This design comes from an exercise in tuning for small area, a short achievable clock period and few clock cycles on the open sky130 flow, not from production work.
Where RTL was checked, it was by simulation tests only, not by an equivalence proof against the original.
No activity file was given, so power comes from the tool's default toggle rates.

Setup of lane 3:
## CacheController
module CacheController(
    rst,
    clk,
    wr,
    rd,
    data_rd,
    data_wr,
    addr_req,
    addr_resp,
    rdy,
    busy,
    wr_mem,
    rd_mem,
    busy_mem,
    data_rd_mem,
    data_wr_mem,
    addr_mem,
    cache_miss_count,
    cache_hit_count
    );
==> module CacheController, before the edit <==
module CacheController(
    rst,
    clk,
    wr,
    rd,
    data_rd,
    data_wr,
    addr_req,
    addr_resp,
    rdy,
    busy,
    wr_mem,
    rd_mem,
    busy_mem,
    data_rd_mem,
    data_wr_mem,
    addr_mem,
    cache_miss_count,
    cache_hit_count
    );
    input  rst; 
    input  clk; 
    input  wr;
    input  rd;
    output [31:0] data_rd;
    reg    [31:0] data_rd;
    input  [31:0] data_wr;
    input  [31:0] addr_req;
    output [31:0] addr_resp;
    reg    [31:0] addr_resp;
    output rdy;
    reg    rdy;
    output busy;
    output  wr_mem;
    output  rd_mem;
    input   busy_mem;
    input  [31:0] data_rd_mem;
    output [31:0] data_wr_mem;
    output [31:0] addr_mem;
    output [31:0] cache_miss_count;
    reg    [31:0] cache_miss_count;
    output [31:0] cache_hit_count;
    reg    [31:0] cache_hit_count;
    reg [15:0]  cache_valid;
    reg [23:0]  cache_tag [15:0];
    assign busy        = busy_mem;
    assign rd_mem      = rd & ~rst;
    assign wr_mem      = wr & ~rst;
    assign addr_mem    = addr_req;
    assign data_wr_mem = data_wr;
    wire accept = (rd | wr) & ~busy_mem;
    reg         v1;
    reg  [31:0] a1;
    reg  [31:0] d1;
    wire [23:0] a1_tag   = a1[31:8];
    wire [3:0]  a1_index = a1[7:4];
    wire        hit      = cache_valid[a1_index] && (cache_tag[a1_index] == a1_tag);
    always @(posedge clk) begin
        a1        <= addr_req;
        d1        <= data_rd_mem;
        addr_resp <= a1;
        data_rd   <= d1;
        if (v1)
            cache_tag[a1_index] <= a1_tag;
    end
    always @(posedge clk or posedge rst) begin
        if (rst) begin
            v1               <= 1'b0;
            rdy              <= 1'b0;
            cache_valid      <= 16'h0000;
            cache_hit_count  <= 32'h0;
            cache_miss_count <= 32'h0;
        end else begin
            v1  <= accept;
            rdy <= v1;
            if (v1) begin
                cache_valid[a1_index] <= 1'b1;
                if (hit)
                    cache_hit_count  <= cache_hit_count + 1'b1;
                else
                    cache_miss_count <= cache_miss_count + 1'b1;
            end
        end
    end
endmodule
make LEC_CHECK=0 ABC_CLOCK_PERIOD_IN_PS=2500 CAP_MARGIN=20 CORE_MARGIN=2 CORE_UTILIZATION=55 SETUP_SLACK_MARGIN=3.7 SLEW_MARGIN=20 finish   # period 6.5 ns
run.sh (not shown) runs the stock make flow with config.mk's settings and CLKGATE_MAP_FILE= SYNTH_SCRIPT=/design/flow/synth_recipe.tcl, a recipe that flattens the netlist after the stock synthesis.
--- input diff lane 3..lane 2 ---
-- flow/design.v --
<<< lane 3, line 45
    reg [15:0]  cache_valid;
    reg [23:0]  cache_tag [15:0];
    assign busy        = busy_mem;
    assign rd_mem      = rd & ~rst;
>>> lane 2, line 45
    reg [15:0]  cache_valid;
    reg [23:0]  cache_tag [15:0];
    wire [3:0]  addr_index = addr_req[7:4];
    assign busy        = busy_mem;
    assign rd_mem      = rd & ~rst;
<<< lane 3, line 54
    reg  [31:0] a1;
    reg  [31:0] d1;
    wire [23:0] a1_tag   = a1[31:8];
    wire [3:0]  a1_index = a1[7:4];
    wire        hit      = cache_valid[a1_index] && (cache_tag[a1_index] == a1_tag);
    always @(posedge clk) begin
        a1        <= addr_req;
        d1        <= data_rd_mem;
        addr_resp <= a1;
        data_rd   <= d1;
        if (v1)
            cache_tag[a1_index] <= a1_tag;
    end
    always @(posedge clk or posedge rst) begin
        if (rst) begin
>>> lane 2, line 55
    reg  [31:0] a1;
    reg  [31:0] d1;
    reg  [23:0] old_tag;
    reg         old_valid;
    wire [23:0] a1_tag   = a1[31:8];
    wire [3:0]  a1_index = a1[7:4];
    wire        hit      = old_valid && (old_tag == a1_tag);
    wire        same_line = v1 && (a1_index == addr_index);
    always @(posedge clk) begin
        a1        <= addr_req;
        d1        <= data_rd_mem;
        old_tag   <= same_line ? a1_tag : cache_tag[addr_index];
        old_valid <= same_line | cache_valid[addr_index];
        addr_resp <= a1;
        data_rd   <= d1;
    end
    genvar i;
    generate
        for (i = 0; i < 16; i = i + 1) begin : line
            always @(posedge clk)
                if (v1 && a1_index == i)
                    cache_tag[i] <= a1_tag;
        end
    endgenerate
    always @(posedge clk or posedge rst) begin
        if (rst) begin
Findings:
The flow did not stop early for lane 2: all stages ran, and the layout cleared the timing, DRC and antenna checks.
Compared to lane 3, lane 2 has extra flip-flops.
On final total power, lane 3 beats lane 2.
Instance count of the mapped netlist ends up higher on lane 2.
Fraction of the yosys area taken by sequential cells was higher in the run labelled lane 2.
The number of nets in the synthesized netlist in lane 2 is 1.14 times that in lane 3.
When the final numbers for lane 2 and lane 3 were put side by side, the final worst-path cycle share turned out to be smaller in lane 2.
Lane 2 vs lane 3, final cell count went up by 156.
What lane 3 reported for via count normalized by instance count has to be multiplied by 1.05 to get the figure for lane 2.
Taking lane 3 as the reference, in lane 2 starting density of the core lost 0.39 points, number of distinct library cells after synthesis picked up an extra about 3%.
Going from lane 3 to lane 2, final worst setup slack climbed 370 ps, routed wire length per instance climbed 8.1%.
Testbench counts of lane 2, summed over its fixed seeds: cycles 12,016.
Function not checked in lane 3: the RTL went through the layout flow alone.

afterwards: timing with drivers on the ports:
No port has a modelled driver above. Below, the same layouts with a new extraction and two added sets of constraints. Step 1, drivers: a clkbuf_16 drives clk and a buf_2 each remaining input, both assumed. Step 2, shift: input delay + t, output delay - t, t = (earliest + latest rising clock arrival at the registers) / 2. This alone moves slack from input paths to output paths. Three values: ideal, step 1, step 2; two values: the first two.
run	shift t [ns]	setup slack, ns	hold WS [ns]	clock arrival spread, ns	slew at the worst register clock pin (ns)
lane 3	0.658	3.213 / 3.213 / 3.213	0.320 / 0.320 / 0.320	0.016 / 0.016	0.07 / 0.07
lane 2	0.690	3.580 / 3.515 / 2.971	0.322 / 0.322 / 0.322	0.022 / 0.021	0.07 / 0.07
After both steps setup and hold are still met in every run listed. The setup slack of lane 2, which loses most, moves by -0.065 ns with the drivers and by -0.609 ns with both steps.
